Context: an optimization exercise on an open-source flow, tuned for small area, a short achievable clock period and few clock cycles. The choices shown serve that exercise and are no tape-out recipe. At most, simulation tests tie the RTL to the original design; equivalence was not proved. No functional check of the RTL was part of runs 6, 9 and 10.

[flow/constraint.sdc]
create_clock -name core_clock -period 5.0 [get_ports {CLK}]
set_input_delay 1.0000 -clock core_clock [delete_from_list [all_inputs] [get_ports {CLK}]]
set_output_delay 1.0000 -clock core_clock [all_outputs]
set_load 0.01 [all_outputs]
[flow/flow/run.sh]
#!/bin/bash
set -euo pipefail
export BUFFER_PORTS_ARGS="-buffer_cell sky130_fd_sc_hd__buf_1"

bash standard.sh synth > standard_synth.log 2>&1

R=orfs/results/$FLOW_PLATFORM/SQRT/base
LIB=$FLOW_HOME/platforms/$FLOW_PLATFORM/lib/sky130_fd_sc_hd__tt_025C_1v80.lib
YOSYS=$(command -v yosys || echo $FLOW_HOME/../tools/install/yosys/bin/yosys)
cp $R/1_2_yosys.v standard_1_2_yosys.v

# sequential and tie cells stay as they are; everything else is re-mapped
SEQ=$(grep -o 'cell *( *"\?sky130_fd_sc_hd__[a-z0-9_]*' $LIB | grep -o 'sky130_fd_sc_hd__[a-z0-9_]*' \
      | grep -E '__(df|edf|sdf|sedf|dlx|dlr|dlclkp|sdlclkp|conb)' | tr '\n' ' ')
DU=$(grep -o 'sky130_fd_sc_hd__\(lpflow\|probe\)[a-z0-9_]*' $LIB | sort -u | sed 's/^/-dont_use /' | tr '\n' ' ')
cat > remap.ys <<EOT
read_liberty -ignore_miss_func $LIB
blackbox $SEQ
read_verilog standard_1_2_yosys.v
hierarchy -top $FLOW_TOP
flatten
rename -hide w:*.*
opt_clean
stat
abc -liberty $LIB -script flow/remap.abc $DU
splitnets
opt_clean -purge
hilomap -singleton -hicell sky130_fd_sc_hd__conb_1 HI -locell sky130_fd_sc_hd__conb_1 LO
insbuf -buf sky130_fd_sc_hd__buf_4 A X
stat -liberty $LIB
write_verilog -noattr -nohex -nodec remapped.v
EOT
$YOSYS -l remap.log remap.ys > /dev/null 2>&1
cp remapped.v $R/1_2_yosys.v

bash standard.sh > standard.log 2>&1
[flow/flow/remap.abc]
strash; dch; map -D 1800; topo; stime -c; buffer -c; upsize -c; dnsize -c; stime -c
[flow/standard.sh]
#!/bin/bash
# synth_recipe.tcl (not shown) runs the flow's synth.tcl, then flattens the netlist and writes it again
# the make line also repeats each setting of config.mk as NAME=value (left out here)
make -C /OpenROAD-flow-scripts/flow DESIGN_CONFIG=/design/flow/config.mk WORK_HOME=/design/flow/orfs CLKGATE_MAP_FILE= SYNTH_SCRIPT=/design/flow/synth_recipe.tcl "${@:-finish}"
[flow/config.mk]
export PLATFORM = sky130hd
export DESIGN_NAME = SQRT
export DESIGN_NICKNAME = SQRT
export VERILOG_FILES = /design/flow/design.v
export SDC_FILE = /design/flow/constraint.sdc
export NUM_CORES = 4
export LEC_CHECK = 0
export CAP_MARGIN = 20
export CORE_MARGIN = 2
export CORE_UTILIZATION = 40
export GPL_TIMING_DRIVEN = 0
export SETUP_SLACK_MARGIN = 2.0
export SLEW_MARGIN = 20
[flow/design.v]
module SQRT(
	RST,
	CLK,
	IN_VALID,
	IN,
	OUT_VALID,
	OUT
);
input CLK;
input RST;
input [15:0] IN;
input IN_VALID;
output [11:0] OUT;
output OUT_VALID;
reg [2:0] cnt;       
reg ovalid;
reg [11:0] r;        
reg [11:0] q;        
reg [9:0] x;         
assign OUT_VALID = ovalid;
assign OUT = q;
wire busy  = |cnt;
wire start = IN_VALID & ~busy;
wire last  = (cnt == 3'd5);
function [6:0] sqrt_first;
	input [5:0] v;
	reg [2:0] qq;
	reg [3:0] rr;
	reg [5:0] w;
	integer i;
	begin
		qq = 3'd0;
		rr = 4'd0;
		for (i = 2; i >= 0; i = i - 1) begin
			w = {rr, v[2*i+1], v[2*i]};
			if (w >= {1'b0, qq, 2'b01}) begin
				rr = w - {1'b0, qq, 2'b01};
				qq = {qq, 1'b1};
			end else begin
				rr = w[3:0];
				qq = {qq, 1'b0};
			end
		end
		sqrt_first = {qq, rr};
	end
endfunction
wire [6:0] first = sqrt_first(IN[15:10]);
wire [15:0] w  = {r, x[9:6]};
wire [16:0] s1 = {1'b0, w} - {2'b00, q[10:0], 3'b001};
wire [16:0] s2 = {1'b0, w} - {1'b0, q[10:0], 4'b0100};
wire [16:0] s3 = {1'b0, w} - ({1'b0, q[10:0], 4'b0000} + {2'b00, q[10:0], 3'b000} + 17'd9);
wire ge1 = ~s1[16];
wire ge2 = ~s2[16];
wire ge3 = ~s3[16];
wire [1:0] d = {ge2, ge3 | (ge1 & ~ge2)};
wire [11:0] rn = ge3 ? s3[11:0] : ge2 ? s2[11:0] : ge1 ? s1[11:0] : w[11:0];
wire [11:0] qa = {q[10:0], 1'b0};
wire [11:0] qb = {q[10:0], 1'b1};
wire [11:0] qc = {q[10:0] + 11'd1, 1'b0};
wire [11:0] qround = ge3 ? qc : ge1 ? qb : qa;
always @(posedge CLK or posedge RST) begin
	if (RST) begin
		cnt <= 3'd0;
		ovalid <= 1'b0;
	end else begin
		cnt <= start ? 3'd1 : (last ? 3'd0 : cnt + {2'd0, busy});
		ovalid <= last;
	end
end
always @(posedge CLK) begin
	if (start) begin
		r <= {8'd0, first[3:0]};
		q <= {9'd0, first[6:4]};
		x <= 10'd0 | ({IN[9:0]} << 0);
	end else begin
		r <= rn;
		q <= last ? qround : {q[9:0], d};
		x <= x << 4;
	end
end
endmodule
==> results of run 1 <==
==> what timing repair did <==
item	in CTS	in global routing
setup endpoints to repair	2	18
pin swaps	0	1
resized for setup	3	19
setup buffers	0	3
==> stage by stage <==
stage | hold WS [ns]
floorplan | 0.3960
global placement | 0.3993
detailed placement | 0.4075
CTS | 0.4261
global route | 0.4461
finish | 0.4217
==> critical path: stages (launching register included) <==
cell,delay [ns]
dfxtp_2,0.48
inv_6,0.07
nor2_1,0.17
nor2_2,0.07
xor2_1,0.16
and2_1,0.17
nor2_1,0.07
a21oi_1,0.13
and2_4,0.20
nand2_4,0.06
a21oi_4,0.20
nor2_4,0.07
nor2_8,0.23
inv_4,0.12
nor2_8,0.21
nand4_1,0.14
o311ai_2,0.14
==> path summary, 6_finish.rpt <==
kind,cells past startpoint,end
min in group asynchronous,2,ovalid
hold reg to reg,2,x[6]
hold / removal,2,x[6]
max in group asynchronous,2,cnt[1]
setup / recovery,16,r[9]
setup reg to reg,16,r[9]
==> cells in the final DEF (no fill, tap or decap), types with 3 or more instances in the layout <==
cell type,count
a31oi_1,5
a21oi_2,4
o211ai_1,5
or2_2,3
inv_2,18
o22ai_1,7
dfxtp_2,8
nor2_2,9
nor2_1,87
nand2_1,108
buf_4,4
nand4_1,6
xor2_1,20
xnor2_1,5
a21oi_1,37
o21ai_1,7
inv_4,4
clkbuf_1,4
and2_1,5
o21ai_2,4
o221ai_1,3
inv_1,57
nand3_1,22
o31ai_1,3
dfxtp_1,25
buf_1,30
nor3_1,11
o32ai_1,3
nand2_2,4
a22oi_1,5
nor2_4,5
nor2_8,3
clkbuf_8,6
o21ai_0,27
dfrtp_1,4
==> state kept, by name, indices dropped and copies added, names as in the netlist <==
name    flops
x          10
ovalid      1
cnt         3
q          12
r          12
==> cell type report <==
class                      count  area (µm²)  area share (%)
clock inverter                 1       5.005          0.1294
tap                          105       131.4           3.396
sequential                    38       794.5           20.54
clock buffer                   7       86.33           2.232
buffer                         5       30.03          0.7762
inverter                      83       339.1           8.765
timing repair buffer          34       140.1           3.622
multi-input combinational    425        2342           60.54
==> routing by layer <==
metal  part of all wire [%]  up-vias
li1                       -     1915
met1                     47     1680
met2                     47       92
met3                    3.7       15
met4                    2.4        0
met5                      0        -
==> flow_summary.json, run 1 <==
{
  "ios": 32,
  "fmax_mhz": 354.0,
  "area_growth_pct": 12.07,
  "n_fill_cell": 884,
  "grt_util_met2_pct": 35.47,
  "n_antenna_cell": 0,
  "post-route-min-period_ns": 2.825,
  "rr_startpoint": "q[3]",
  "finalInstanceArea_mm2": 0.003869,
  "drv_cap": 0,
  "dp_hpwl_um": 7556,
  "critPathRequiredTime_ns": 5.16,
  "drt_iter0_drc": 180,
  "critPathKind": "reg2reg",
  "overflow": 0,
  "holdBufCountCts": 0,
  "pre_cts_slack_ns": 1.599,
  "insertion_delay_ns": 0.29,
  "syn-mean-instance-area_um2": 6.265,
  "worstSetupStartpointType": "flop",
  "routabilityCongestion": 0.9005,
  "slew_headroom_pct": 42.78,
  "drt_first_pass_iters": 5,
  "core-area_mm2": 0.008299,
  "grt_start_max_net_pins": 13,
  "min_from": "x[2]",
  "final.setup.tns_ns": 0,
  "startpoint": "q[3]",
  "cts.path.max_buffers": 2,
  "crit_arrival_ns": 2.99,
  "synth_fp_nets": 570,
  "rows": 33,
  "routedWlPerCell_um": 14.00,
  "clock-root-buffer": "clkbuf_8",
  "layout-drive-gt1-share_pct": 15.35,
  "cts.sinks": 38,
  "vias": 3702,
  "grt_pass1_vias": 3494,
  "drc": 0,
  "dp_cells": 687,
  "worst_pin_slew_ns": 0.8536,
  "syn_area_mm2": 0.003452,
  "die_w_um": 96.90,
  "grt_busiest_layer": "met2",
  "antenna_left": 0,
  "grt_pass1_wl_um": 16030,
  "holdCritPathClass": "reg2reg",
  "fin_cells": 698,
  "finClkSkew_ns": 0.006701,
  "via_per_inst": 5.304,
  "rsz0062_at_grt": "yes",
  "ys_warn_count": 1,
  "path_max_fanout": 10,
  "port-buffer-count": 31,
  "netlist_instances": 551,
  "grt_usage_pct": 20.57,
  "htreeDepth": 2,
  "fp.dieH_um": 96.90,
  "nets": 611,
  "grt.met3_usage_pct": 2.312,
  "period_share_pct": 56.50,
  "antenna_found_initial": 0,
  "worst_slack_ns": 2.175,
  "hold_viol": 0,
  "final_max_slew_viol_count": 0,
  "clk_pin_slew_ns": 0.08,
  "r2r_slack_ns": 2.17,
  "routed_wl_um": 9771,
  "placed_cell_area_mm2": 0.003700,
  "die-area_mm2": 0.009390,
  "setup_viol": 0,
  "fin_util_pct": 46.62,
  "cts_buffers": 5,
  "endpoint_kind": "flop",
  "outcome": "no timing/DRC/antenna violations",
  "grtUsageMet1_pct": 26.40,
  "cts_tree": "yes",
  "initial_core_util_pct": 41.60
}
Testbench counts, summed over its fixed seeds: cycles 24,008.
==> run 2: changes to the inputs <==
--- a/flow/config.mk
+++ b/flow/config.mk
@@ -9,5 +9,4 @@
 export CORE_MARGIN = 2
 export CORE_UTILIZATION = 40
-export GPL_TIMING_DRIVEN = 0
 export SETUP_SLACK_MARGIN = 2.0
 export SLEW_MARGIN = 20
==> run 2 against run 1 <==
Against the previous run:
- register-to-register slack improved by 0.03 ns
- setup slack improved by 0.028 ns
- largest cell class unchanged
==> flow_summary.json, run 2 <==
{
  "outcome": "no timing/DRC/antenna violations",
  "post-route-min-period_ns": 2.797,
  "drt_iter0_drc": 190,
  "worstSetupStartpointType": "flop",
  "die_w_um": 96.90,
  "critPathKind": "reg2reg",
  "drv_cap": 0,
  "vias": 3672,
  "antenna_found_initial": 0,
  "insertion_delay_ns": 0.29,
  "hold_viol": 0,
  "fmax_mhz": 357.5,
  "grt_start_max_net_pins": 16,
  "initial_core_util_pct": 41.60,
  "cts.sinks": 38,
  "finClkSkew_ns": 0.003135,
  "fin_cells": 698,
  "n_antenna_cell": 0,
  "critPathMaxStageDelay_ns": 0.53,
  "routed_wl_um": 9577,
  "clk_pin_slew_ns": 0.08,
  "rsz0062_at_grt": "no",
  "final_max_slew_viol_count": 0,
  "final.setup.tns_ns": 0,
  "drt_first_pass_iters": 5,
  "grt_pass1_wl_um": 15880,
  "syn_area_mm2": 0.003452,
  "endpoint_kind": "flop",
  "rows": 33,
  "cts.path.max_buffers": 2,
  "die-area_mm2": 0.009390,
  "path_cells": "nand2_1 -> nand2_1 -> o21a_1 -> nor2_1 -> a31oi_1 -> o31ai_1 -> a21oi_1 -> nor2_1 -> nor2_2 -> inv_2 -> a21oi_4 -> buf_4 -> o211ai_1 -> a221oi_1",
  "worst_slack_ns": 2.203,
  "fp.dieH_um": 96.90,
  "antenna_left": 0,
  "setup_viol": 0,
  "crit_slowest_cell": "dfxtp_1",
  "layout_commonest_cell": "nand2_1",
  "htreeDepth": 2,
  "reg_top3": "q (12), r (12), x (10)",
  "layout_common_cells": "nand2_1, nor2_1, inv_1",
  "r2r_slack_ns": 2.20,
  "drc": 0,
  "crit_arrival_ns": 2.96,
  "cts_tree": "yes",
  "fin_util_pct": 46.36,
  "dp_cells": 684,
  "routabilityCongestion": 0.8898,
  "core-area_mm2": 0.008299,
  "layout-drive-gt1-share_pct": 15.35,
  "worst_pin_slew_ns": 0.8844,
  "via_per_inst": 5.261,
  "dp_hpwl_um": 7416,
  "ios": 32,
  "holdCritPathClass": "reg2reg",
  "ys_warn_count": 1,
  "n_fill_cell": 867,
  "period_share_pct": 55.94,
  "path_max_fanout": 6,
  "slew_headroom_pct": 40.72,
  "area_growth_pct": 11.45,
  "cts_buffers": 5,
  "routedWlPerCell_um": 13.72,
  "grt_pass1_vias": 3413,
  "pre_cts_slack_ns": 1.649,
  "nets": 611,
  "holdBufCountCts": 0,
  "syn-mean-instance-area_um2": 6.265,
  "synth_fp_nets": 570,
  "port-buffer-count": 31,
  "critPathRequiredTime_ns": 5.17,
  "grt_usage_pct": 20.31,
  "overflow": 0,
  "clock-root-buffer": "clkbuf_8",
  "netlist_instances": 551
}
## run 2: stage by stage
step / hold slack (ns) / cell area, µm²
final: 0.4244 / 3847
after floorplan: 0.3960 / 3452
after global routing: 0.4490 / 3847
after CTS: 0.4317 / 3784
after global placement: 0.4036 / 3685
after detailed placement: 0.4127 / 3685
## run 2: timing repair
action,in CTS,in global routing
gates resized for setup,1,13
pin swaps,0,2
setup buffers,0,6
cloned,0,0
endpoints found under the setup margin,1,17
endpoints found under the hold margin,0,0
## run 2: path summary, 6_finish.rpt
check / start / to / cells past startpoint
hold / removal: x[2] / x[6] / 2
hold reg to reg: x[2] / x[6] / 2
setup reg to reg: r[0] / r[8] / 14
max in group asynchronous: RST / cnt[1] / 2
min in group asynchronous: RST / cnt[0] / 2
setup / recovery: r[0] / r[8] / 14
## run 2: critical path, delay by kind of cell (launching register included)
| family | cells | cell delay, ns |
|---|---|---|
| DFF | 1 | 0.53 |
| and+or+nand+nor | 5 | 0.54 |
| buffers and inverters | 2 | 0.24 |
| AOI/OAI and AO/OA | 7 | 1.36 |
## run 2: layer usage
layer | global-route usage (%) | part of all wire, %
met1 | 26.29 | 45
met2 | 34.24 | 49
met3 | 2.890 | 4.2
met4 | 7.584 | 1.9
met5 | 0 | 0
## run 2: area by class of cell
cell class | instances | area, µm² | share of cell area (%)
multi-input combinational | 425 | 2315 | 60.16
sequential | 38 | 792.0 | 20.59
inverter | 83 | 336.6 | 8.748
timing repair buffer | 39 | 177.7 | 4.618
tap | 105 | 131.4 | 3.415
clock buffer | 6 | 82.58 | 2.146
clock inverter | 2 | 12.51 | 0.3252
==> run 3: changes to the inputs <==
==> flow/flow/remap.abc (replaced) <==
strash; dch; map -D 1500; topo; stime -c; buffer -c; upsize -c; dnsize -c; stime -c
==> run 3 against run 2 <==
Against the previous run:
- core utilization decreased by 0.91 points
- setup slack got worse by 0.019 ns
- largest cell class unchanged
- still clean
- synthesized cell count increased by 2.7%
- critical path type unchanged
==> flow_summary.json, run 3 <==
{
  "min_to": "x[4]",
  "syn-mean-instance-area_um2": 6.378,
  "regToRegEndpoint": "r[9]",
  "layout-drive-gt1-share_pct": 13.50,
  "r2r_slack_ns": 2.18,
  "holdCritPathClass": "reg2reg",
  "antenna_found_initial": 0,
  "clk_pin_slew_ns": 0.08,
  "drt_first_pass_iters": 5,
  "hold_viol": 0,
  "die_w_um": 99.00,
  "routabilityCongestion": 0.8755,
  "drt_iter0_drc": 207,
  "path_max_fanout": 10,
  "htreeDepth": 2,
  "final.setup.tns_ns": 0,
  "dp_hpwl_um": 8115,
  "die-area_mm2": 0.009800,
  "post-route-min-period_ns": 2.816,
  "syn_area_mm2": 0.003610,
  "fin_cells": 708,
  "slew_headroom_pct": 28.47,
  "drc": 0,
  "overflow": 0,
  "grt_pass1_vias": 3634,
  "reg_top3": "q (12), r (12), x (10)",
  "synth_fp_nets": 585,
  "grt_usage_pct": 20.96,
  "via_per_inst": 5.562,
  "worstHoldPathCells": 2,
  "critPathRequiredTime_ns": 5.18,
  "ys_warn_count": 1,
  "rsz0062_at_grt": "yes",
  "drv_cap": 0,
  "n_antenna_cell": 0,
  "finClkSkew_ns": 0.004189,
  "min_from": "x[0]",
  "setup_viol": 0,
  "insertion_delay_ns": 0.30,
  "routedWlPerCell_um": 14.70,
  "cts_tree": "yes",
  "nets": 618,
  "rr_startpoint": "q[5]",
  "routed_wl_um": 10410,
  "cts_buffers": 5,
  "grt_pass1_wl_um": 16940,
  "grt_start_max_net_pins": 20,
  "holdBufCountCts": 0,
  "antenna_left": 0,
  "worstSetupStartpointType": "flop",
  "vias": 3938,
  "initial_core_util_pct": 41.39,
  "crit_arrival_ns": 3.00,
  "final_max_slew_viol_count": 0,
  "area_growth_pct": 9.809,
  "cts.sinks": 38,
  "endpoint_kind": "flop",
  "ios": 32,
  "whs_ns": 0.4215,
  "dp_cells": 700,
  "rows": 34,
  "period_share_pct": 56.32,
  "port-buffer-count": 31,
  "fmax_mhz": 355.1,
  "post_cts.repair.setup_buffers": 0,
  "n_fill_cell": 925,
  "fin_util_pct": 45.45,
  "outcome": "no timing/DRC/antenna violations",
  "core-area_mm2": 0.008721,
  "netlist_instances": 566,
  "cts.path.max_buffers": 2,
  "r2r_cells": 10,
  "critPathKind": "reg2reg",
  "worst_pin_slew_ns": 1.065,
  "layout_commonest_cell": "nand2_1",
  "layout_common_cells": "nand2_1, nor2_1, inv_1",
  "clock-root-buffer": "clkbuf_8",
  "fp.dieH_um": 99.00
}
-- run 3: layout make-up --
type,instances,area [µm²],area share (%)
Clock buffer,7,107.6,2.715
Inverter,71,290.3,7.323
Multi-Input combinational cell,451,2490,62.82
Sequential cell,38,787.0,19.85
Timing Repair Buffer,32,123.9,3.125
Clock inverter,1,30.03,0.7576
Tap cell,108,135.1,3.409
-- run 3: metrics by stage --
step	area, µm²	setup slack (ns)
3_3_place_gp	3820	2.107
6_report	3964	2.184
2_1_floorplan	3610	2.556
4_1_cts	3958	2.085
5_1_grt	3964	1.999
3_5_place_dp	3820	2.031
-- run 3: worst max path at each step --
| stage | start | endpoint |
|---|---|---|
| finish | q[5] | r[9] |
| global route | x[8] | r[11] |
| CTS | q[7] | r[10] |
| detailed placement | IN[12] | r[1] |
| global placement | IN[12] | r[3] |
| floorplan | IN[12] | r[1] |
-- run 3: timing repair --
item                       in CTS  in global routing
gates resized for setup         0                  5
setup endpoints to repair       0                 11
hold endpoints to repair        0                  0
-- run 3: layer usage --
layer	up-vias	share of wire, %	GRT usage (%)	wire (µm)
met4	0	2.7	7.587	276
li1	1988	-	-	-
met3	21	5.6	2.411	587
met5	-	0	0	0
met1	1786	45	27.51	4683
met2	143	47	35.45	4861
-- run 3: critical path: stages, from the launching register on --
cell and delay, ns:
dfxtp_1 0.61, inv_2 0.18, nand2_1 0.14, nand2_1 0.09, o21ai_0 0.20, o211ai_1 0.12, a31oi_1 0.34, a21boi_1 0.53
nor3_1 0.13, o211ai_1 0.23, o211ai_1 0.11
==> run 4: changes to the inputs <==
==> flow/flow/remap.abc (replaced) <==
strash; dch; map -D 2000; topo; stime -c; buffer -c; upsize -c; dnsize -c; stime -c
==> run 4 against run 3 <==
Against the previous run:
- setup slack worse by 0.022 ns
- sequential cell count unchanged
- wire length down 5.6%
- sequential share of layout area down 0.26 points
- core utilization up 1.1 points
- fmax down 0.76%
- still clean on timing, DRC and antenna
- final area up 3.4%
- clock skew up 0.0058 ns
- non-clock buffer count up 3
- hold slack better by 0.0063 ns
==> flow_summary.json, run 4 <==
{
  "cp.depth": 14,
  "drt_first_pass_iters": 5,
  "clock-root-buffer": "clkbuf_8",
  "via_per_inst": 5.342,
  "routedWlPerCell_um": 14.35,
  "final_max_slew_viol_count": 0,
  "reg_top3": "q (12), r (12), x (10)",
  "crit_slowest_cell": "dfxtp_1",
  "dp_cells": 674,
  "fmax_mhz": 352.4,
  "post-route-min-period_ns": 2.837,
  "initial_core_util_pct": 41.74,
  "holdBufCountCts": 0,
  "drt_iter0_drc": 179,
  "final.setup.tns_ns": 0,
  "cts.path.max_buffers": 2,
  "syn-mean-instance-area_um2": 6.820,
  "die-area_mm2": 0.009973,
  "setup_viol": 0,
  "hold_viol": 0,
  "critPathKind": "reg2reg",
  "nets": 595,
  "port-buffer-count": 31,
  "grt_usage_pct": 20.58,
  "endpoint_kind": "flop",
  "grt_pass1_wl_um": 16460,
  "grt_pass1_vias": 3404,
  "layout-drive-gt1-share_pct": 21.66,
  "n_antenna_cell": 0,
  "worstSetupStartpointType": "flop",
  "insertion_delay_ns": 0.30,
  "overflow": 0,
  "finClkSkew_ns": 0.009954,
  "rows": 34,
  "slew_headroom_pct": 43.47,
  "r2r_cells": 14,
  "htreeDepth": 2,
  "path_cells": "inv_2 -> nor2_1 -> nor2_2 -> xor2_1 -> or2_2 -> nand2_1 -> a21oi_4 -> a21oi_4 -> nor2_4 -> nor2_2 -> nor2_1 -> inv_1 -> nor2_1 -> a221oi_1",
  "fin_util_pct": 46.55,
  "worst_slack_ns": 2.163,
  "synth_fp_nets": 558,
  "crit_top_cell": "nor2_1",
  "worstHoldPathCells": 2,
  "antenna_found_initial": 0,
  "layout_commonest_cell": "nand2_1",
  "antenna_left": 0,
  "rsz0062_at_grt": "yes",
  "ys_warn_count": 1,
  "holdCritPathClass": "reg2reg",
  "netlist_instances": 539,
  "grt_start_max_net_pins": 17,
  "path_max_fanout": 9,
  "whs_ns": 0.4278,
  "critPathRequiredTime_ns": 5.21,
  "cts_buffers": 5,
  "die_w_um": 99.87,
  "fin_cells": 685,
  "worst_pin_slew_ns": 0.8434,
  "fp.dieH_um": 99.87,
  "clk_pin_slew_ns": 0.08,
  "pre_cts_slack_ns": 1.632,
  "layout_common_cells": "nand2_1, nor2_1, inv_1",
  "area_growth_pct": 11.50,
  "vias": 3659,
  "drv_cap": 0,
  "core-area_mm2": 0.008806,
  "routabilityCongestion": 0.8720,
  "cts_tree": "yes",
  "crit_arrival_ns": 3.05,
  "critPathMaxStageDelay_ns": 0.54,
  "cp_num_buf_inv": 2,
  "dp_hpwl_um": 7731,
  "syn_area_mm2": 0.003676,
  "ios": 32,
  "cts.sinks": 38,
  "outcome": "no timing/DRC/antenna violations",
  "drc": 0,
  "period_share_pct": 56.75,
  "routed_wl_um": 9827,
  "path_delay_family": "simple AND/OR/NAND/NOR gates"
}
[run 4: worst paths after layout]
kind,start,end,slack [ns]
max,q[6],r[3],2.16
min,x[3],x[7],0.43
max reg2reg,q[6],r[3],2.16
min reg2reg,x[3],x[7],0.43
max in group asynchronous,RST,cnt[0],4.32
min in group asynchronous,RST,ovalid,0.53
[run 4: through the flow]
stage	cell area [µm²]
2_1_floorplan	3676
3_3_place_gp	3906
3_5_place_dp	3906
4_1_cts	4024
5_1_grt	4099
6_report	4099
[run 4: worst register-to-register path: stages, from the launching register on]
cell and delay (ns):
dfxtp_1 0.54, inv_2 0.17, nor2_1 0.16, nor2_2 0.07, xor2_1 0.15, or2_2 0.29, nand2_1 0.13, a21oi_4 0.06
a21oi_4 0.23, nor2_4 0.06, nor2_2 0.25, nor2_1 0.11, inv_1 0.28, nor2_1 0.07, a221oi_1 0.20
[run 4: layout make-up]
| type | instances | area, µm² |
|---|---|---|
| Clock buffer | 5 | 68.82 |
| Fill cell | 914 | 4707 |
| Inverter | 75 | 376.6 |
| Tap cell | 108 | 135.1 |
| Timing Repair Buffer | 35 | 147.6 |
| Multi-Input combinational cell | 421 | 2527 |
| Clock inverter | 3 | 40.04 |
| Sequential cell | 38 | 803.3 |
[run 4: repair_timing]
item                                    in CTS  in global routing
endpoints found under the setup margin      21                 21
pin swaps                                    0                  4
resized for setup                            8                 19
setup buffers                                0                  3
[run 4: routing by layer]
metal / vias up / wire length (µm) / GRT usage (%)
met1: 1689 / 4503 / 26.26
met4: 0 / 165 / 6.322
met3: 13 / 350 / 2.716
met5: - / 0 / 0
li1: 1881 / - / -
met2: 76 / 4808 / 36.17
==> run 5: changes to the inputs <==
==> flow/flow/remap.abc (replaced) <==
strash; dch; map -D 1800; topo; stime -c; buffer -c; upsize -c; dnsize -c; stime -c
--- a/flow/config.mk
+++ b/flow/config.mk
@@ -6,7 +6,7 @@
 export NUM_CORES = 4
 export LEC_CHECK = 0
-export CAP_MARGIN = 20
+export CAP_MARGIN = 0
 export CORE_MARGIN = 2
 export CORE_UTILIZATION = 40
 export SETUP_SLACK_MARGIN = 2.0
-export SLEW_MARGIN = 20
+export SLEW_MARGIN = 0
==> run 5 against run 4 <==
Against the previous run:
- still clean
- global-route usage fell by 0.27 points
- register-to-register slack gained 0.04 ns
- wire length down 2.5%
- core utilization is 0.19 points lower
- synthesized cell count grew 2.2%
- critical path type unchanged
- highest routed layer unchanged
==> flow_summary.json, run 5 <==
{
  "period_share_pct": 55.94,
  "antenna_found_initial": 0,
  "fin_cells": 698,
  "grt_pass1_wl_um": 15880,
  "post-route-min-period_ns": 2.797,
  "dp_hpwl_um": 7416,
  "critPathRequiredTime_ns": 5.17,
  "hold_viol": 0,
  "n_fill_cell": 867,
  "critPathMaxStageDelay_ns": 0.53,
  "htreeDepth": 2,
  "finalInstanceArea_mm2": 0.003847,
  "clk_pin_slew_ns": 0.08,
  "final.setup.tns_ns": 0,
  "worstSetupStartpointType": "flop",
  "die-area_mm2": 0.009390,
  "routed_wl_um": 9577,
  "drt_iter0_drc": 190,
  "nets": 611,
  "overflow": 0,
  "worst_slack_ns": 2.203,
  "whs_ns": 0.4244,
  "area_growth_pct": 11.45,
  "endpoint_kind": "flop",
  "path_max_fanout": 6,
  "rows": 33,
  "layout_commonest_cell": "nand2_1",
  "port-buffer-count": 31,
  "pre_cts_slack_ns": 1.649,
  "fp.dieH_um": 96.90,
  "holdCritPathClass": "reg2reg",
  "via_per_inst": 5.261,
  "grt_pass1_vias": 3413,
  "outcome": "no timing/DRC/antenna violations",
  "clock-root-buffer": "clkbuf_8",
  "layout_common_cells": "nand2_1, nor2_1, inv_1",
  "reg_top3": "q (12), r (12), x (10)",
  "cp_num_buf_inv": 2,
  "fmax_mhz": 357.5,
  "vias": 3672,
  "drv_cap": 0,
  "fin_util_pct": 46.36,
  "holdBufCountCts": 0,
  "finClkSkew_ns": 0.003135,
  "netlist_instances": 551,
  "crit_slowest_cell": "dfxtp_1",
  "cts_tree": "yes",
  "setup_viol": 0,
  "synth_fp_nets": 570,
  "rsz0062_at_grt": "no",
  "drc": 0,
  "initial_core_util_pct": 41.60,
  "final_max_slew_viol_count": 0,
  "worst_pin_slew_ns": 0.8844,
  "n_antenna_cell": 0,
  "cts.sinks": 38,
  "path_cells": "nand2_1 -> nand2_1 -> o21a_1 -> nor2_1 -> a31oi_1 -> o31ai_1 -> a21oi_1 -> nor2_1 -> nor2_2 -> inv_2 -> a21oi_4 -> buf_4 -> o211ai_1 -> a221oi_1",
  "core-area_mm2": 0.008299,
  "path_delay_family": "compound AO/OA/AOI/OAI gates",
  "antenna_left": 0,
  "routabilityCongestion": 0.8898,
  "insertion_delay_ns": 0.29,
  "dp_cells": 684,
  "cts_buffers": 5,
  "syn_area_mm2": 0.003452,
  "cts.path.max_buffers": 2,
  "syn-mean-instance-area_um2": 6.265,
  "ys_warn_count": 1,
  "drt_first_pass_iters": 5,
  "crit_arrival_ns": 2.96,
  "grt_usage_pct": 20.31,
  "critPathKind": "reg2reg",
  "placed_cell_area_mm2": 0.003685,
  "slew_headroom_pct": 40.72,
  "routedWlPerCell_um": 13.72,
  "die_w_um": 96.90,
  "grt_start_max_net_pins": 16,
  "layout-drive-gt1-share_pct": 15.35,
  "ios": 32
}
==> run 5: area by class of cell <==
cell class / count / area, µm² / share of cell area (%)
well taps: 105 / 131.4 / 3.415
multi-input cells: 425 / 2315 / 60.16
repair buffers: 39 / 177.7 / 4.618
flip-flops and latches: 38 / 792.0 / 20.59
clock inverters: 2 / 12.51 / 0.3252
clock buffers: 6 / 82.58 / 2.146
inverters: 83 / 336.6 / 8.748
==> run 5: tightest hold or removal path, cell delays in order, from the launching register on <==
cell and delay [ns]:
dfxtp_1 0.31, nand2_1 0.05, nand2_1 0.04
==> run 5: final timing paths <==
kind / start / to / slack [ns] / cells past startpoint
worst max register to register: r[0] / r[8] / 2.20 / 14
worst min register to register: x[2] / x[6] / 0.42 / 2
max in group asynchronous: RST / cnt[1] / 4.30 / 2
min in group asynchronous: RST / cnt[0] / 0.55 / 2
worst max-delay path: r[0] / r[8] / 2.20 / 14
worst min-delay path: x[2] / x[6] / 0.42 / 2
==> run 5: what timing repair did <==
item	in CTS	in global routing
resized for setup	1	13
endpoints found under the setup margin	1	17
pin swaps	0	2
buffers inserted	0	6
endpoints found under the hold margin	0	0
==> run 5: routing by layer <==
metal / wire, µm / GRT usage (%) / part of all wire, %
met5: 0 / 0 / 0
met4: 184 / 7.584 / 1.9
met3: 399 / 2.890 / 4.2
met2: 4671 / 34.24 / 49
met1: 4322 / 26.29 / 45
==> run 6: changes to the inputs <==
--- a/flow/design.v
+++ b/flow/design.v
@@ -69,5 +69,5 @@
 end
 always @(posedge CLK) begin
-	if (start) begin
+	if (~busy) begin
 		r <= {8'd0, first[3:0]};
 		q <= {9'd0, first[6:4]};
--- a/flow/config.mk
+++ b/flow/config.mk
@@ -6,7 +6,7 @@
 export NUM_CORES = 4
 export LEC_CHECK = 0
-export CAP_MARGIN = 0
+export CAP_MARGIN = 20
 export CORE_MARGIN = 2
 export CORE_UTILIZATION = 40
-export SETUP_SLACK_MARGIN = 2.0
-export SLEW_MARGIN = 0
+export SETUP_SLACK_MARGIN = 2.1
+export SLEW_MARGIN = 20
==> run 6 against run 5 <==
Against the previous run:
- still clean
- final area is 8.2% higher
- hold slack improved by 0.0073 ns
- wire length grew 8.6%
- cell count increased by 0.86%
- critical endpoint is now q[8]
- highest routed layer unchanged
==> flow_summary.json, run 6 <==
{
  "synth_fp_nets": 566,
  "overflow": 0,
  "drv_cap": 0,
  "n_antenna_cell": 0,
  "worstSetupStartpointType": "flop",
  "htreeDepth": 2,
  "drc": 0,
  "startpoint": "q[10]",
  "finalInstanceArea_mm2": 0.004164,
  "routedWlPerCell_um": 14.77,
  "via_per_inst": 5.284,
  "area_growth_pct": 18.98,
  "syn_area_mm2": 0.003500,
  "r2r_cells": 17,
  "placed_cell_area_mm2": 0.003724,
  "antenna_left": 0,
  "holdCritPathClass": "reg2reg",
  "die_w_um": 97.54,
  "rows": 34,
  "layout-drive-gt1-share_pct": 18.96,
  "finClkSkew_ns": 0.01321,
  "worst_slack_ns": 2.219,
  "vias": 3720,
  "dp_hpwl_um": 7783,
  "path_max_fanout": 7,
  "period_share_pct": 55.63,
  "cts.sinks": 38,
  "initial_core_util_pct": 40.73,
  "routabilityCongestion": 0.9201,
  "ys_warn_count": 1,
  "rsz0062_at_grt": "no",
  "nets": 614,
  "final_max_slew_viol_count": 0,
  "grt_usage_pct": 21.20,
  "fmax_mhz": 359.5,
  "grt_pass1_vias": 3453,
  "min_from": "x[5]",
  "post-route-min-period_ns": 2.781,
  "final.setup.tns_ns": 0,
  "critPathKind": "reg2reg",
  "whs_ns": 0.4318,
  "ios": 32,
  "hold_viol": 0,
  "netlist_instances": 547,
  "worst_pin_slew_ns": 0.7902,
  "core-area_mm2": 0.008593,
  "clock-root-buffer": "clkbuf_8",
  "clk_pin_slew_ns": 0.09,
  "holdBufCountCts": 0,
  "layout_commonest_cell": "nand2_1",
  "rr_startpoint": "q[10]",
  "grt_pass1_wl_um": 16530,
  "fin_cells": 704,
  "reg_top3": "q (12), r (12), x (10)",
  "antenna_found_initial": 0,
  "cts_buffers": 5,
  "insertion_delay_ns": 0.30,
  "cts.path.max_buffers": 2,
  "setup_viol": 0,
  "layout_common_cells": "nand2_1, nor2_1, inv_1",
  "routed_wl_um": 10400,
  "die-area_mm2": 0.009513,
  "pre_cts_slack_ns": 1.542,
  "cts_tree": "yes",
  "fp.dieH_um": 97.54,
  "port-buffer-count": 31,
  "drt_iter0_drc": 281,
  "worstHoldPathCells": 2,
  "drt_first_pass_iters": 5,
  "endpoint_kind": "flop",
  "slew_headroom_pct": 47.19,
  "dp_cells": 680,
  "n_fill_cell": 873,
  "syn-mean-instance-area_um2": 6.398,
  "crit_arrival_ns": 2.98,
  "grt_start_max_net_pins": 23,
  "critPathRequiredTime_ns": 5.20,
  "outcome": "no timing/DRC/antenna violations"
}
[run 6: worst max-delay path, cell delays in order (launching register included)]
cell     delay [ns]
dfxtp_4        0.39
inv_4          0.07
nor2_4         0.15
nor2_4         0.06
xor2_2         0.18
nand2_1        0.06
nand2_1        0.06
nor2_2         0.11
o21ai_1        0.08
nor3_2         0.25
nand2_1        0.14
nor3_4         0.21
nor2_2         0.09
nor2_8         0.15
nand2_4        0.09
nor3_4         0.29
a21oi_1        0.13
o22ai_2        0.16
[run 6: timing repair]
item                                    CTS  global route
endpoints found under the setup margin   23            23
gates cloned                              0             0
setup buffers                             5            11
hold endpoints to repair                  0             0
pin swaps                                 2            11
resized for setup                        13            39
[run 6: metrics by stage]
step           util [%]
5_1_grt           48.46
3_3_place_gp      43.33
4_1_cts           45.76
3_5_place_dp      43.33
2_1_floorplan         -
6_report          48.46
[run 6: area by class of cell]
type	count	area, µm²	share of cell area, %
sequential	38	824.5	19.80
timing repair buffer	47	249.0	5.980
inverter	75	344.1	8.263
multi-input combinational	428	2479	59.53
clock buffer	6	93.84	2.254
clock inverter	2	38.79	0.9315
tap	108	135.1	3.245
[run 6: final timing paths]
path	to	slack [ns]
setup / recovery	q[8]	2.22
hold / removal	x[9]	0.43
setup reg to reg	q[8]	2.22
hold reg to reg	x[9]	0.43
max in group asynchronous	cnt[0]	4.31
min in group asynchronous	ovalid	0.55
[run 6: routing by layer]
layer  GRT usage, %  part of all wire, %
met1          28.33                   45
met2          35.54                   48
met3          3.094                  4.5
met4          6.090                  2.5
met5              0                    0
==> run 7: changes to the inputs <==
--- a/flow/design.v
+++ b/flow/design.v
@@ -69,5 +69,5 @@
 end
 always @(posedge CLK) begin
-	if (~busy) begin
+	if (start) begin
 		r <= {8'd0, first[3:0]};
 		q <= {9'd0, first[6:4]};
==> run 7 against run 6 <==
Against the previous run:
- clock-buffer cell count stayed put
- highest routed layer unchanged
- core utilization decreased by 1.6 points
- synthesized area down 1.4%
- critical endpoint is now r[1]
==> flow_summary.json, run 7 <==
{
  "drc": 0,
  "die_w_um": 96.90,
  "path_cells": "clkbuf_2 -> nor2_1 -> a21oi_2 -> inv_1 -> o21ai_2 -> xor2_1 -> o21ai_1 -> inv_1 -> nor2_1 -> inv_1 -> or2_2 -> o21ai_0 -> a21oi_1 -> a21oi_1",
  "cp-endpoint": "r[1]",
  "clock-root-buffer": "clkbuf_8",
  "fin_util_pct": 46.84,
  "reg_top3": "q (12), r (12), x (10)",
  "layout_common_cells": "nand2_1, nor2_1, inv_1",
  "core-area_mm2": 0.008299,
  "cts_tree": "yes",
  "drt_iter0_drc": 164,
  "port-buffer-count": 31,
  "critPathRequiredTime_ns": 5.22,
  "ys_warn_count": 1,
  "via_per_inst": 5.264,
  "die-area_mm2": 0.009390,
  "outcome": "no timing/DRC/antenna violations",
  "r2r_cells": 14,
  "r2r_slack_ns": 2.29,
  "fp.dieH_um": 96.90,
  "endpoint_kind": "flop",
  "finClkSkew_ns": 0.003074,
  "cts_buffers": 5,
  "setup_viol": 0,
  "cts.path.max_buffers": 2,
  "placed_cell_area_mm2": 0.003685,
  "finalInstanceArea_mm2": 0.003887,
  "nets": 614,
  "period_share_pct": 54.56,
  "hold_viol": 0,
  "worst_pin_slew_ns": 0.8743,
  "syn_area_mm2": 0.003452,
  "holdCritPathClass": "reg2reg",
  "antenna_left": 0,
  "worstSetupStartpointType": "input pin",
  "synth_fp_nets": 570,
  "clk_pin_slew_ns": 0.07,
  "grt_pass1_vias": 3413,
  "syn-mean-instance-area_um2": 6.265,
  "grt_usage_pct": 20.31,
  "min_from": "x[2]",
  "path_delay_family": "compound AO/OA/AOI/OAI gates",
  "final_max_slew_viol_count": 0,
  "crit_top_cell": "inv_1",
  "path_max_fanout": 7,
  "n_antenna_cell": 0,
  "critPathKind": "in2reg",
  "ios": 32,
  "cp.depth": 14,
  "startpoint": "IN[12]",
  "initial_core_util_pct": 41.60,
  "vias": 3690,
  "layout-drive-gt1-share_pct": 16.11,
  "cts.sinks": 38,
  "dp_hpwl_um": 7416,
  "insertion_delay_ns": 0.29,
  "netlist_instances": 551,
  "crit_slowest_cell": "or2_2",
  "overflow": 0,
  "area_growth_pct": 12.61,
  "routabilityCongestion": 0.8898,
  "routedWlPerCell_um": 13.84,
  "htreeDepth": 2,
  "drt_first_pass_iters": 5,
  "rows": 33,
  "regToRegEndpoint": "q[4]",
  "fmax_mhz": 366.5,
  "grt_start_max_net_pins": 16,
  "cp_num_buf_inv": 4,
  "slew_headroom_pct": 41.40,
  "rr_startpoint": "q[7]",
  "critPathMaxStageDelay_ns": 0.31,
  "rsz0062_at_grt": "yes",
  "crit_arrival_ns": 2.95,
  "routed_wl_um": 9700,
  "final.setup.tns_ns": 0,
  "drv_cap": 0,
  "grt_pass1_wl_um": 15880,
  "layout_commonest_cell": "nand2_1",
  "antenna_found_initial": 0,
  "post-route-min-period_ns": 2.728
}
-- run 7: cell types whose count changed in the layout (fill, tap and decap cells not counted), sizes merged, moves of 4 or more --
cell,change
xnor2,-6
nand2,-10
nand3,+10
nor2,-5
and2,+4
nand4,+4
o21bai,-4
a21oi,+10
inv,+7
buf,-6
-- run 7: what timing repair did --
item,in CTS,in global routing
cloned,0,0
setup endpoints to repair,7,22
buffers inserted,0,9
pin swaps,0,3
resized for setup,4,17
hold buffers,0,0
-- run 7: how the worst min path moves through the flow --
stage,to,depth (start not counted)
floorplan,x[4],2
global placement,x[7],2
detailed placement,x[6],2
CTS,x[6],2
global route,x[7],2
finish,x[6],2
-- run 7: tightest hold or removal path: cells and delay by family, from the launching register on --
family | cells | cell delay, ns
flops | 1 | 0.31
simple gates | 2 | 0.09
-- run 7: metrics by stage --
stage,cells,hold WS [ns],worst slack (ns)
global placement,684,0.4036,1.903
CTS,692,0.4317,2.054
floorplan,551,0.3960,2.267
detailed placement,684,0.4127,1.649
global route,701,0.4490,2.058
finish,701,0.4244,2.272
-- run 7: area by class of cell --
class / count / area (µm²)
clock inverters: 2 / 12.51
multi-input cells: 425 / 2323
flip-flops and latches: 38 / 798.3
repair buffers: 42 / 200.2
clock buffers: 6 / 82.58
fillers: 860 / 4412
well taps: 105 / 131.4
inverters: 83 / 339.1
-- run 7: routing by layer --
metal	share of wire [%]	GRT usage, %
met3	4.4	2.890
met2	48	34.24
met1	45	26.29
met5	0	0
met4	2.0	7.584
Testbench counts of run 7, summed over its fixed seeds: cycles 24,008.
==> run 8: changes to the inputs <==
--- a/flow/flow/run.sh
+++ b/flow/flow/run.sh
@@ -2,4 +2,5 @@
 set -euo pipefail
 export BUFFER_PORTS_ARGS="-buffer_cell sky130_fd_sc_hd__buf_1"
+export CTS_ARGS="-sink_clustering_enable -repair_clock_nets -sink_clustering_size 60 -sink_clustering_max_diameter 300 -buf_list sky130_fd_sc_hd__clkbuf_8"
 
 bash standard.sh synth > standard_synth.log 2>&1
--- a/flow/config.mk
+++ b/flow/config.mk
@@ -9,4 +9,4 @@
 export CORE_MARGIN = 2
 export CORE_UTILIZATION = 40
-export SETUP_SLACK_MARGIN = 2.1
+export SETUP_SLACK_MARGIN = 2.0
 export SLEW_MARGIN = 20
==> run 8 against run 7 <==
Against the previous run:
- still clean
- via count down 0.49%
- critical path depth is the same
- first-iteration DRC count rose by 16%
==> flow_summary.json, run 8 <==
{
  "outcome": "no timing/DRC/antenna violations",
  "endpoint_kind": "flop",
  "fin_cells": 698,
  "die_w_um": 96.90,
  "setup_viol": 0,
  "worstSetupStartpointType": "flop",
  "slew_headroom_pct": 40.72,
  "grt_start_max_net_pins": 16,
  "antenna_left": 0,
  "via_per_inst": 5.261,
  "layout_common_cells": "nand2_1, nor2_1, inv_1",
  "path_cells": "nand2_1 -> nand2_1 -> o21a_1 -> nor2_1 -> a31oi_1 -> o31ai_1 -> a21oi_1 -> nor2_1 -> nor2_2 -> inv_2 -> a21oi_4 -> buf_4 -> o211ai_1 -> a221oi_1",
  "clk_pin_slew_ns": 0.08,
  "vias": 3672,
  "cts_tree": "yes",
  "ios": 32,
  "overflow": 0,
  "fmax_mhz": 357.5,
  "critPathMaxStageDelay_ns": 0.53,
  "dp_hpwl_um": 7416,
  "crit_arrival_ns": 2.96,
  "path_delay_family": "compound AO/OA/AOI/OAI gates",
  "ys_warn_count": 1,
  "port-buffer-count": 31,
  "syn-mean-instance-area_um2": 6.265,
  "period_share_pct": 55.94,
  "crit_slowest_cell": "dfxtp_1",
  "rsz0062_at_grt": "no",
  "area_growth_pct": 11.45,
  "routed_wl_um": 9577,
  "finClkSkew_ns": 0.003135,
  "initial_core_util_pct": 41.60,
  "cts.sinks": 38,
  "grt_pass1_wl_um": 15880,
  "worst_pin_slew_ns": 0.8844,
  "core-area_mm2": 0.008299,
  "final.setup.tns_ns": 0,
  "critPathKind": "reg2reg",
  "htreeDepth": 2,
  "drc": 0,
  "insertion_delay_ns": 0.29,
  "holdCritPathClass": "reg2reg",
  "die-area_mm2": 0.009390,
  "cts_buffers": 5,
  "fin_util_pct": 46.36,
  "drt_first_pass_iters": 5,
  "final_max_slew_viol_count": 0,
  "layout-drive-gt1-share_pct": 15.35,
  "clock-root-buffer": "clkbuf_8",
  "routedWlPerCell_um": 13.72,
  "drv_cap": 0,
  "antenna_found_initial": 0,
  "grt_usage_pct": 20.31,
  "synth_fp_nets": 570,
  "post-route-min-period_ns": 2.797,
  "cp_num_buf_inv": 2,
  "nets": 611,
  "n_antenna_cell": 0,
  "drt_iter0_drc": 190,
  "hold_viol": 0,
  "critPathRequiredTime_ns": 5.17,
  "rows": 33,
  "layout_commonest_cell": "nand2_1",
  "syn_area_mm2": 0.003452,
  "cts.path.max_buffers": 2,
  "reg_top3": "q (12), r (12), x (10)",
  "netlist_instances": 551,
  "fp.dieH_um": 96.90,
  "dp_cells": 684,
  "routabilityCongestion": 0.8898,
  "whs_ns": 0.4244,
  "path_max_fanout": 6,
  "grt_pass1_vias": 3413
}
==> run 8: area by class of cell <==
type,count,area (µm²)
Inverter,83,336.6
Clock buffer,6,82.58
Timing Repair Buffer,39,177.7
Tap cell,105,131.4
Fill cell,867,4452
Sequential cell,38,792.0
Clock inverter,2,12.51
Multi-Input combinational cell,425,2315
==> run 8: worst register-to-register path: cells and delay by family, from the launching register on <==
family                 cells  cell delay (ns)
flip-flops                 1             0.53
buffers and inverters      2             0.24
AO/OA/AOI/OAI              7             1.36
AND/OR/NAND/NOR            5             0.54
==> run 8: stage by stage <==
step / worst slack (ns) / area (µm²)
CTS: 2.026 / 3784
global placement: 1.903 / 3685
finish: 2.203 / 3847
global route: 2.020 / 3847
floorplan: 2.267 / 3452
detailed placement: 1.649 / 3685
==> run 8: path summary, 6_finish.rpt <==
path,from,endpoint,slack (ns),cells past startpoint
worst max register to register,r[0],r[8],2.20,14
worst min register to register,x[2],x[6],0.42,2
worst max-delay path,r[0],r[8],2.20,14
worst min-delay path,x[2],x[6],0.42,2
min in group asynchronous,RST,cnt[0],0.55,2
max in group asynchronous,RST,cnt[1],4.30,2
==> run 8: timing repair <==
| item | in CTS | in global routing |
|---|---|---|
| pin swaps | 0 | 2 |
| endpoints found under the setup margin | 1 | 17 |
| endpoints found under the hold margin | 0 | 0 |
| hold buffers | 0 | 0 |
| setup buffers | 0 | 6 |
| resized for setup | 1 | 13 |
| cloned | 0 | 0 |
==> run 8: layer usage <==
| layer | up-vias | share of wire (%) | GRT usage [%] |
|---|---|---|---|
| li1 | 1900 | - | - |
| met1 | 1660 | 45 | 26.29 |
| met2 | 97 | 49 | 34.24 |
| met3 | 15 | 4.2 | 2.890 |
| met4 | 0 | 1.9 | 7.584 |
| met5 | - | 0 | 0 |
==> run 9: changes to the inputs <==
--- a/flow/design.v
+++ b/flow/design.v
@@ -15,7 +15,6 @@
 reg [2:0] cnt;       
 reg ovalid;
-reg [11:0] r;        
+reg [13:0] c;
 reg [11:0] q;        
-reg [9:0] x;         
 assign OUT_VALID = ovalid;
 assign OUT = q;
@@ -23,4 +22,6 @@
 wire start = IN_VALID & ~busy;
 wire last  = (cnt == 3'd5);
+wire at3   = (cnt == 3'd1);    
+wire at5   = (cnt == 3'd2);    
 function [6:0] sqrt_first;
 	input [5:0] v;
@@ -46,5 +47,7 @@
 endfunction
 wire [6:0] first = sqrt_first(IN[15:10]);
-wire [15:0] w  = {r, x[9:6]};
+wire [11:0] r  = {c[11:8] & {4{~(at3 | at5)}}, c[7:4] & {4{~at3}}, c[3:0]};
+wire [3:0]  b  = {c[13:12], c[11:10] & {2{~last}}};
+wire [15:0] w  = {r, b};
 wire [16:0] s1 = {1'b0, w} - {2'b00, q[10:0], 3'b001};
 wire [16:0] s2 = {1'b0, w} - {1'b0, q[10:0], 4'b0100};
@@ -70,11 +73,9 @@
 always @(posedge CLK) begin
 	if (start) begin
-		r <= {8'd0, first[3:0]};
+		c <= {IN[9:0], first[3:0]};
 		q <= {9'd0, first[6:4]};
-		x <= 10'd0 | ({IN[9:0]} << 0);
 	end else begin
-		r <= rn;
+		c <= {c[9:8] & {2{at3 | at5}}, at3 ? c[7:4] : rn[11:8], rn[7:0]};
 		q <= last ? qround : {q[9:0], d};
-		x <= x << 4;
 	end
 end
--- a/flow/flow/run.sh
+++ b/flow/flow/run.sh
@@ -2,5 +2,4 @@
 set -euo pipefail
 export BUFFER_PORTS_ARGS="-buffer_cell sky130_fd_sc_hd__buf_1"
-export CTS_ARGS="-sink_clustering_enable -repair_clock_nets -sink_clustering_size 60 -sink_clustering_max_diameter 300 -buf_list sky130_fd_sc_hd__clkbuf_8"
 
 bash standard.sh synth > standard_synth.log 2>&1
--- a/flow/config.mk
+++ b/flow/config.mk
@@ -9,4 +9,4 @@
 export CORE_MARGIN = 2
 export CORE_UTILIZATION = 40
-export SETUP_SLACK_MARGIN = 2.0
+export SETUP_SLACK_MARGIN = 2.1
 export SLEW_MARGIN = 20
==> run 9 against run 8 <==
Against the previous run:
- still clean
- via count increased by 17%
- sequential share of layout area down 5.8 points
- wire length increased by 27%
- die area is 4.7% higher
==> flow_summary.json, run 9 <==
{
  "critPathKind": "reg2reg",
  "layout_commonest_cell": "nand2_1",
  "worstSetupStartpointType": "flop",
  "core-area_mm2": 0.008763,
  "reg_top3": "c (14), q (12), cnt (3)",
  "area_growth_pct": 20.94,
  "fp.dieH_um": 99.15,
  "rsz0062_at_grt": "yes",
  "vias": 4289,
  "cp-endpoint": "c[6]",
  "port-buffer-count": 31,
  "layout-drive-gt1-share_pct": 19.58,
  "top_register": "c",
  "fmax_mhz": 344.9,
  "n_antenna_cell": 0,
  "grt_usage_pct": 24.19,
  "critPathRequiredTime_ns": 5.18,
  "rr_startpoint": "cnt[0]",
  "worst_pin_slew_ns": 0.6034,
  "drt_first_pass_iters": 5,
  "fin_util_pct": 49.97,
  "hold_viol": 0,
  "ios": 32,
  "drv_cap": 0,
  "endpoint_kind": "flop",
  "crit_arrival_ns": 3.08,
  "syn-mean-instance-area_um2": 6.025,
  "whs_ns": 0.5596,
  "cts.path.max_buffers": 2,
  "die-area_mm2": 0.009830,
  "dp_hpwl_um": 8945,
  "htreeDepth": 2,
  "initial_core_util_pct": 41.32,
  "drc": 0,
  "cts_buffers": 5,
  "outcome": "no timing/DRC/antenna violations",
  "final.setup.tns_ns": 0,
  "holdBufCountCts": 0,
  "insertion_delay_ns": 0.29,
  "slew_headroom_pct": 59.73,
  "routed_wl_um": 12140,
  "dp_cells": 730,
  "netlist_instances": 601,
  "routedWlPerCell_um": 15.83,
  "routabilityCongestion": 0.9906,
  "grt_start_max_net_pins": 20,
  "ys_warn_count": 1,
  "nets": 677,
  "r2r_cells": 14,
  "fin_cells": 767,
  "setup_viol": 0,
  "clock-root-buffer": "clkbuf_8",
  "path_max_fanout": 7,
  "holdCritPathClass": "in2async",
  "antenna_found_initial": 0,
  "final_max_slew_viol_count": 0,
  "r2r_slack_ns": 2.10,
  "grt_pass1_wl_um": 19330,
  "post-route-min-period_ns": 2.899,
  "startpoint": "cnt[0]",
  "antenna_left": 0,
  "period_share_pct": 57.99,
  "regToRegEndpoint": "c[6]",
  "layout_common_cells": "nand2_1, nor2_1, inv_1",
  "grt_pass1_vias": 3935,
  "largest_reg_flops": 14,
  "finClkSkew_ns": 0.007389,
  "overflow": 0,
  "via_per_inst": 5.592,
  "syn_area_mm2": 0.003621,
  "clk_pin_slew_ns": 0.07,
  "die_w_um": 99.15,
  "synth_fp_nets": 620,
  "cts.sinks": 30,
  "rows": 34,
  "cts_tree": "yes",
  "drt_iter0_drc": 344
}
==> run 9: changes by cell type in the layout (fill, tap and decap cells not counted), moves of 4 or more <==
| cell | delta |
|---|---|
| dfxtp_4 | +4 |
| buf_4 | +19 |
| xor2_2 | +4 |
| a22oi_1 | -4 |
| dfxtp_2 | -4 |
| nand2_1 | +26 |
| and3_1 | +4 |
| dfxtp_1 | -8 |
| inv_2 | -13 |
| o21ai_0 | +8 |
| a21boi_0 | +5 |
==> run 9: final cells by class <==
type / instances / area [µm²]
clock buffer: 6 / 82.58
clock inverter: 2 / 12.51
fill: 918 / 4384
inverter: 71 / 287.8
multi-input combinational: 490 / 2874
sequential: 30 / 645.6
tap: 108 / 135.1
timing repair buffer: 60 / 341.6
==> run 9: routing by layer <==
layer	wire [µm]	global-route usage [%]	share of wire, %
met1	5245	31.63	43
met2	5823	40.75	48
met3	780	3.162	6.4
met4	294	8.957	2.4
met5	0	0	0
==> run 9: critical path, stage by stage (launching register included) <==
cell      delay, ns
dfrtp_2        0.47
inv_8          0.09
nor2_8         0.06
o21ai_4        0.27
nand2_4        0.11
or2_4          0.24
a21boi_2       0.12
and2_1         0.16
nor2_1         0.06
a21oi_1        0.21
maj3_2         0.30
nand3_4        0.16
inv_2          0.17
nor2_2         0.09
a221oi_1       0.29
==> run 9: how the worst min path moves through the flow <==
stage / start / endpoint / cells after the start
after floorplan: c[8] / c[12] / 2
final: RST / ovalid / 2
after global routing: RST / ovalid / 2
after detailed placement: c[11] / c[1] / 2
after global placement: c[11] / c[1] / 2
after CTS: RST / ovalid / 2
==> run 9: per-stage QoR <==
step	worst slack (ns)	instance area (µm²)
finish	2.101	4379
global route	1.947	4379
CTS	2.098	4068
detailed placement	1.403	3814
global placement	1.517	3814
floorplan	2.383	3621
==> run 9: what timing repair did <==
| action | CTS | global route |
|---|---|---|
| resized for setup | 20 | 51 |
| setup buffers | 11 | 17 |
| pin swaps | 6 | 21 |
| hold endpoints to repair | 0 | 0 |
| setup endpoints to repair | 24 | 24 |
| gates cloned | 1 | 0 |
==> run 10: changes to the inputs <==
--- a/flow/design.v
+++ b/flow/design.v
@@ -15,23 +15,22 @@
 reg [2:0] cnt;       
 reg ovalid;
-reg [13:0] c;
+reg [11:0] r;        
 reg [11:0] q;        
+reg [5:0] x;         
 assign OUT_VALID = ovalid;
 assign OUT = q;
 wire busy  = |cnt;
 wire start = IN_VALID & ~busy;
-wire last  = (cnt == 3'd5);
-wire at3   = (cnt == 3'd1);    
-wire at5   = (cnt == 3'd2);    
-function [6:0] sqrt_first;
-	input [5:0] v;
-	reg [2:0] qq;
-	reg [3:0] rr;
-	reg [5:0] w;
+wire last  = (cnt == 3'd4);
+function [10:0] sqrt_first;
+	input [9:0] v;
+	reg [4:0] qq;
+	reg [5:0] rr;
+	reg [7:0] w;
 	integer i;
 	begin
-		qq = 3'd0;
-		rr = 4'd0;
-		for (i = 2; i >= 0; i = i - 1) begin
+		qq = 5'd0;
+		rr = 6'd0;
+		for (i = 4; i >= 0; i = i - 1) begin
 			w = {rr, v[2*i+1], v[2*i]};
 			if (w >= {1'b0, qq, 2'b01}) begin
@@ -39,5 +38,5 @@
 				qq = {qq, 1'b1};
 			end else begin
-				rr = w[3:0];
+				rr = w[5:0];
 				qq = {qq, 1'b0};
 			end
@@ -46,8 +45,6 @@
 	end
 endfunction
-wire [6:0] first = sqrt_first(IN[15:10]);
-wire [11:0] r  = {c[11:8] & {4{~(at3 | at5)}}, c[7:4] & {4{~at3}}, c[3:0]};
-wire [3:0]  b  = {c[13:12], c[11:10] & {2{~last}}};
-wire [15:0] w  = {r, b};
+wire [10:0] first = sqrt_first(IN[15:6]);
+wire [15:0] w  = {r, x[5:2]};
 wire [16:0] s1 = {1'b0, w} - {2'b00, q[10:0], 3'b001};
 wire [16:0] s2 = {1'b0, w} - {1'b0, q[10:0], 4'b0100};
@@ -73,9 +70,11 @@
 always @(posedge CLK) begin
 	if (start) begin
-		c <= {IN[9:0], first[3:0]};
-		q <= {9'd0, first[6:4]};
+		r <= {6'd0, first[5:0]};
+		q <= {7'd0, first[10:6]};
+		x <= 6'd0 | ({IN[5:0]} << 0);
 	end else begin
-		c <= {c[9:8] & {2{at3 | at5}}, at3 ? c[7:4] : rn[11:8], rn[7:0]};
+		r <= rn;
 		q <= last ? qround : {q[9:0], d};
+		x <= x << 4;
 	end
 end
--- a/flow/config.mk
+++ b/flow/config.mk
@@ -9,4 +9,4 @@
 export CORE_MARGIN = 2
 export CORE_UTILIZATION = 40
-export SETUP_SLACK_MARGIN = 2.1
+export SETUP_SLACK_MARGIN = 2.0
 export SLEW_MARGIN = 20
==> run 10 against run 9 <==
Against the previous run:
- register-to-register slack gained 0.04 ns
- clock-buffer cell count grew 1
- still clean on timing, DRC and antenna
- non-clock buffer count grew 3
- core utilization grew 0.91 points
==> flow_summary.json, run 10 <==
{
  "holdCritPathClass": "reg2reg",
  "port-buffer-count": 31,
  "cts_tree": "yes",
  "path_cells": "buf_12 -> clkinv_16 -> nand3_4 -> nand2_2 -> o21ai_2 -> a31oi_4 -> o22ai_4 -> a21oi_4 -> o211ai_2 -> nand2_2 -> nand4_1 -> nand2_2 -> nand3_2 -> a21oi_4 -> o211ai_4 -> buf_4 -> nand3_2 -> o2111ai_1",
  "path_delay_family": "compound AO/OA/AOI/OAI gates",
  "grt_start_max_net_pins": 22,
  "worst_pin_slew_ns": 0.6721,
  "reg_top3": "q (12), r (12), x (6)",
  "crit_arrival_ns": 3.49,
  "critPathKind": "in2reg",
  "vias": 4468,
  "critPathRequiredTime_ns": 5.15,
  "n_fill_cell": 998,
  "ios": 32,
  "outcome": "no timing/DRC/antenna violations",
  "slew_headroom_pct": 55.14,
  "rsz0062_at_grt": "yes",
  "holdBufCountCts": 0,
  "insertion_delay_ns": 0.28,
  "clock-root-buffer": "clkbuf_8",
  "crit_top_cell": "nand2_2",
  "antenna_found_initial": 0,
  "hold_viol": 0,
  "period_share_pct": 66.65,
  "die-area_mm2": 0.01056,
  "routed_wl_um": 11590,
  "path_max_fanout": 6,
  "nets": 713,
  "grt.met3_usage_pct": 2.576,
  "die_w_um": 102.7,
  "setup_viol": 0,
  "cp_num_buf_inv": 3,
  "drt_first_pass_iters": 5,
  "area_growth_pct": 25.76,
  "initial_core_util_pct": 40.46,
  "post-route-min-period_ns": 3.332,
  "n_antenna_cell": 0,
  "drt_iter0_drc": 257,
  "syn-mean-instance-area_um2": 6.181,
  "fmax_mhz": 300.1,
  "htreeDepth": 2,
  "fin_util_pct": 50.88,
  "layout_commonest_cell": "nand2_1",
  "grt_busiest_layer": "met2",
  "clk_pin_slew_ns": 0.07,
  "grtUsageMet1_pct": 26.89,
  "antenna_left": 0,
  "worstSetupStartpointType": "input pin",
  "via_per_inst": 5.396,
  "layout-drive-gt1-share_pct": 20.14,
  "overflow": 0,
  "grt_pass1_wl_um": 18390,
  "finClkSkew_ns": 0.007542,
  "pre_cts_slack_ns": 0.8363,
  "endpoint_kind": "flop",
  "synth_fp_nets": 650,
  "final.setup.tns_ns": 0,
  "critPathMaxStageDelay_ns": 0.31,
  "ys_warn_count": 1,
  "cts.sinks": 34,
  "routabilityCongestion": 0.9005,
  "layout_common_cells": "nand2_1, nor2_1, inv_1",
  "drc": 0,
  "placed_cell_area_mm2": 0.004213,
  "cts_buffers": 5,
  "rows": 36,
  "grt_usage_pct": 21.58,
  "core-area_mm2": 0.009639,
  "fp.dieH_um": 102.7,
  "worst_slack_ns": 1.668,
  "finalInstanceArea_mm2": 0.004905,
  "syn_area_mm2": 0.003900,
  "crit_slowest_cell": "a31oi_4",
  "netlist_instances": 631,
  "grt_pass1_vias": 4072,
  "cts.path.max_buffers": 2,
  "grt_util_met2_pct": 39.27,
  "final_max_slew_viol_count": 0,
  "routedWlPerCell_um": 14.00,
  "drv_cap": 0,
  "dp_hpwl_um": 8567
}
-- run 10: final timing paths --
path / from / to / slack (ns) / cells after the start
setup / recovery: IN[15] / r[2] / 1.67 / 18
hold / removal: x[0] / x[4] / 0.42 / 2
setup reg to reg: q[10] / r[10] / 2.14 / 14
hold reg to reg: x[0] / x[4] / 0.42 / 2
max in group asynchronous: RST / cnt[2] / 4.29 / 2
min in group asynchronous: RST / ovalid / 0.55 / 2
-- run 10: repair_timing --
item	CTS	global route
resized for setup	51	35
pin swaps	22	31
cloned	1	0
setup endpoints to repair	23	22
setup buffers	13	18
-- run 10: metal layers --
metal  vias up  part of all wire, %
met3        21                  3.3
li1       2291                    -
met4         0                  2.0
met5         -                    0
met1      2041                   45
met2       115                   50
-- run 10: cell type report --
type                    count  area [µm²]  share of cell area [%]
clock buffers               7       86.33                   1.760
clock inverters             1       5.005                  0.1020
inverters                  71       330.3                   6.735
multi-input cells         519        3191                   65.05
flip-flops and latches     34       709.4                   14.46
well taps                 133       166.4                   3.393
repair buffers             63       416.7                   8.495
-- run 10: through the flow --
stage,hold slack (ns),cells
2_1_floorplan,0.3960,631
6_report,0.4222,828
3_3_place_gp,0.4069,788
3_5_place_dp,0.4088,788
4_1_cts,0.4250,810
5_1_grt,0.4603,828
-- run 10: worst reg2reg max path, stage by stage, from the launching register on --
cell,delay [ns]
dfxtp_1,0.45
inv_1,0.14
nand2_1,0.11
nand2_1,0.14
xor2_1,0.19
xor2_1,0.16
nand2_1,0.06
o21ai_0,0.07
a21boi_0,0.29
o32ai_1,0.15
o21ai_1,0.16
nand2_4,0.15
nor2_2,0.34
o311ai_0,0.25
o21ai_0,0.13

re-timing with driven ports:
How much do the figures lean on ideal ports? The routed layouts below were timed once more, with nothing changed but the port constraints. Step 1 (the two cells are an assumption about what drives the block):
set clk [get_ports {CLK}]
set_driving_cell -lib_cell sky130_fd_sc_hd__clkbuf_16 $clk
set_driving_cell -lib_cell sky130_fd_sc_hd__buf_2 [delete_from_list [all_inputs] $clk]
Step 2, shift: input delay + t, output delay - t, t = (earliest + latest rising clock arrival at the registers) / 2. This alone moves slack from input paths to output paths. Three values: no drivers, after step 1, after step 2; two values: the first two.
run	shift t [ns]	slack for setup (ns)	worst hold slack (ns)	worst setup path after step 2	cell pins on the clock port's net
run 1	0.318	2.175 / 2.175 / 1.915	0.422 / 0.422 / 0.422	input to register	1
run 2	0.315	2.203 / 2.203 / 1.973	0.424 / 0.424 / 0.424	input to register	1
run 3	0.324	2.184 / 2.184 / 1.965	0.421 / 0.421 / 0.421	input to register	1
run 4	0.328	2.163 / 2.163 / 1.915	0.428 / 0.428 / 0.428	input to register	1
run 5	0.315	2.203 / 2.203 / 1.973	0.424 / 0.424 / 0.424	input to register	1
run 6	0.324	2.219 / 2.219 / 2.086	0.432 / 0.432 / 0.432	input to register	1
run 7	0.316	2.272 / 2.279 / 1.964	0.424 / 0.424 / 0.424	input to register	1
run 8	0.315	2.203 / 2.203 / 1.973	0.424 / 0.424 / 0.424	input to register	1
run 9	0.312	2.101 / 2.101 / 2.050	0.560 / 0.551 / 0.596	input to register	1
run 10	0.317	1.668 / 1.634 / 1.318	0.422 / 0.422 / 0.422	input to register	1
After both steps setup and hold are still met in every run listed. For run 10, which loses most, drivers alone change the setup slack by -0.034 ns; drivers and shift together by -0.350 ns.
